Context: an optimization exercise on an open-source flow, tuned for small area and a short achievable clock period. The choices shown serve that exercise and are no tape-out recipe.
The RTL was checked by simulation tests, not by an equivalence proof against the original design.

## old
==> flow/design.v (excerpt) <==
module PE#(
    parameter d_width = 32,
    parameter a_width = 8,
    parameter iact_size =  5,
    parameter kernel_size = 3
)
(
    input start,
    input clk, rst_n,
    input [d_width -1 : 0] weight,
    input [d_width -1 : 0] iact,
    output reg load_weight,
    output reg load_iact,
    output reg done,
    output reg [d_width -1 : 0] pe_out
);
clock: 10.0 ns
lec_check: 0
cap_margin: 20
core_margin: 2
core_utilization: 60
cts_buf_list: sky130_fd_sc_hd__clkbuf_16
cts_cluster_diameter: 60
cts_cluster_size: 30
slew_margin: 20
run.sh (not shown) runs the stock make flow with config.mk's settings and CLKGATE_MAP_FILE= SYNTH_SCRIPT=/design/flow/synth_recipe.tcl, a recipe that flattens the netlist after the stock synthesis.
diff inputs: old => new
- an added SETUP_SLACK_MARGIN of 6.8
- an added SETUP_MOVE_SEQUENCE of sizeup,swap
- an added BUFFER_PORTS_ARGS of -buffer_cell sky130_fd_sc_hd__buf_2
==> flow/flow/run.sh (new file) <==
#!/bin/bash
# Layout flow: the standard layout (standard.sh) with these changes:
#  - the port buffers are buf_2 cells instead of the cell buffer_ports picks;
#  - timing repair aims at 6.8 ns of setup slack at the 10 ns clock, and
#    may only resize cells and swap pins (no buffers, no cloning).
set -euo pipefail
cat >> config.mk <<'EOC'
export BUFFER_PORTS_ARGS = -buffer_cell sky130_fd_sc_hd__buf_2
export SETUP_SLACK_MARGIN = 6.8
export SETUP_MOVE_SEQUENCE = sizeup,swap
EOC
bash standard.sh > standard.log 2>&1
==> flow/standard.sh (new file) <==
#!/bin/bash
# synth_recipe.tcl (not shown) runs the flow's synth.tcl, then flattens the netlist and writes it again
# the make line also repeats each setting of config.mk as NAME=value (left out here)
make -C /OpenROAD-flow-scripts/flow DESIGN_CONFIG=/design/flow/config.mk WORK_HOME=/design/flow/orfs CLKGATE_MAP_FILE= SYNTH_SCRIPT=/design/flow/synth_recipe.tcl "${@:-finish}"
removed: flow/run.sh
Results
old ended up with load_weight as its end of the critical path; new ended up with acc0_s[19]$_SDFF_PP0_.
Taking old as the reference, in new aggregate negative setup slack was more or less identical; count of buffers not belonging to the clock network in the layout went up by about 2.6%; routed wire length went up by 0.95%; worst-skew pair later-pin latency was more or less identical.
Comparing the two runs side by side, new comes out behind old on via count.
Row fraction of the cycle the final worst path needs: new lower / old higher
Summary of new over old: total routing usage reported by global routing shows no meaningful change.

========
run 1:
PE, a different RTL version from the one above (not shown whole).
Size: about 2800 cells after synthesis, about 480 flip-flops, roughly 28000 µm² of cells after synthesis.
export LEC_CHECK = 0
export CAP_MARGIN = 20
export CORE_MARGIN = 2
export CORE_UTILIZATION = 60
export CTS_BUF_LIST = sky130_fd_sc_hd__clkbuf_16
export CTS_CLUSTER_DIAMETER = 100
export CTS_CLUSTER_SIZE = 32
export SLEW_MARGIN = 20
export BUFFER_PORTS_ARGS = -buffer_cell sky130_fd_sc_hd__buf_2
export SETUP_SLACK_MARGIN = 6.8
export SETUP_MOVE_SEQUENCE = sizeup,swap
create_clock -name core_clock -period 10.0 [get_ports {clk}]
standard.sh (not shown) runs the stock make flow with config.mk's settings and CLKGATE_MAP_FILE= SYNTH_SCRIPT=/design/flow/synth_recipe.tcl, a recipe that flattens the netlist after the stock synthesis.
==> flow/flow/run.sh <==
#!/bin/bash
# Layout flow: the standard layout (standard.sh) with these changes:
#  - the port buffers are buf_2 cells instead of the cell buffer_ports picks;
#  - timing repair aims at 6.8 ns of setup slack at the 10 ns clock, and
#    may only resize cells and swap pins (no buffers, no cloning).
set -euo pipefail
cat >> config.mk <<'EOC'
export BUFFER_PORTS_ARGS = -buffer_cell sky130_fd_sc_hd__buf_2
export SETUP_SLACK_MARGIN = 6.8
export SETUP_MOVE_SEQUENCE = sizeup,swap
EOC
bash standard.sh > standard.log 2>&1
Setup changes, run 1 to run 2
- CTS_CLUSTER_DIAMETER: 100 -> 60
- GPL_TIMING_DRIVEN: unset -> 1
- CTS_CLUSTER_SIZE: 32 -> 30
Findings:
- Changes observed in run 2 relative to run 1: combined global-route utilization of all metal layers increased 0.53 points, worst relative slew slack closely matched the old numbers, time the final worst path needs with I/O delays and setup lost 14 ps.
- On area of the multi-input gates, run 2 and run 1 are basically level.
- There was hardly any difference in met2 wirelength from detailed routing between run 2 and run 1.
[inputs] run 3 vs run 2
- clearing GPL_TIMING_DRIVEN, which used to be 1
- swapping 60 for 70 in CORE_UTILIZATION
Notes after the runs:
- Compared with run 2, run 3 shows a post-route worst hold slack that is 22 ps higher.
- Between run 2 and run 3, number of H-tree branching levels decreased.
- Compared with run 2, run 3 ends up with less cell area.
- Run 3 has less setup slack than run 2.
- The higher non-clock buffer count came out of run 2.
- The global-route usage number comes out higher for run 3 vs run 2.
Inputs modified between run 3 and run 4:
- a change of CORE_UTILIZATION from 70 to 60
- a change of CTS_CLUSTER_DIAMETER from 60 to 80
- a change of CTS_CLUSTER_SIZE from 30 to 36
--- outcome ---
Run 4 gives less highest achievable clock rate than run 3 did.
From run 3 to run 4 the numbers moved as follows: register area roughly the same; relative area change from synthesis to final layout fell 0.23 points; height of the chip higher; horizontal die dimension has increased.
Relative to run 3, non-clock buffer count has gone up in run 4.
Compared to run 3, the router laid down more metal wire for run 4.
Run 4 against run 3: first-pass GRT wire length lost about 1.8%; design area neither gained nor lost much; overall via count from detail_route lost 431.
Taking run 3 as the reference point, the number of clock-tree buffers in the layout of run 4 falls by 8.
Launch point of the worst path: pe_out[23]$_DFFE_PN0P_ -> run 4, load_iact$_DFFE_PN0P_ -> run 3

-- port drivers added, routing unchanged --
No port has a modelled driver above. Below, the same layouts with a new extraction and two added sets of constraints.
Step 1, drivers: a clkbuf_16 drives clk and a buf_2 each remaining input, both assumed.
Step 2 adds t to the input delays and takes it off the output delays; t is the mean of the earliest and latest rising clock arrival at the registers after step 1. Input paths then give back, and output paths get back, about the clock's delay inside the block.
Slacks: no drivers / after step 1 / after step 2; pairs: no drivers / after step 1.
| run | shift t [ns] | setup WS [ns] | hold WS [ns] | worst register clock-pin slew, ns | cell pins on the clock port's net |
|---|---|---|---|---|---|
| old | 0.645 | 6.496 / 6.439 / 6.524 | 0.305 / 0.305 / 0.305 | 0.10 / 0.10 | 1 |
| new | 0.649 | 6.787 / 6.787 / 6.787 | 0.327 / 0.327 / 0.327 | 0.11 / 0.11 | 1 |
| run 1 | 0.625 | 6.840 / 6.779 / 6.751 | 0.320 / 0.320 / 0.320 | 0.12 / 0.12 | 1 |
| run 2 | 0.628 | 6.853 / 6.792 / 6.717 | 0.300 / 0.300 / 0.300 | 0.10 / 0.10 | 1 |
| run 3 | 0.675 | 6.832 / 6.774 / 6.828 | 0.322 / 0.322 / 0.322 | 0.10 / 0.10 | 1 |
| run 4 | 0.656 | 6.811 / 6.750 / 6.736 | 0.322 / 0.322 / 0.322 | 0.12 / 0.12 | 1 |
After both steps every run listed still meets setup and hold. The setup slack of run 2, which loses most, moves by -0.061 ns with the drivers and by -0.136 ns with both steps.
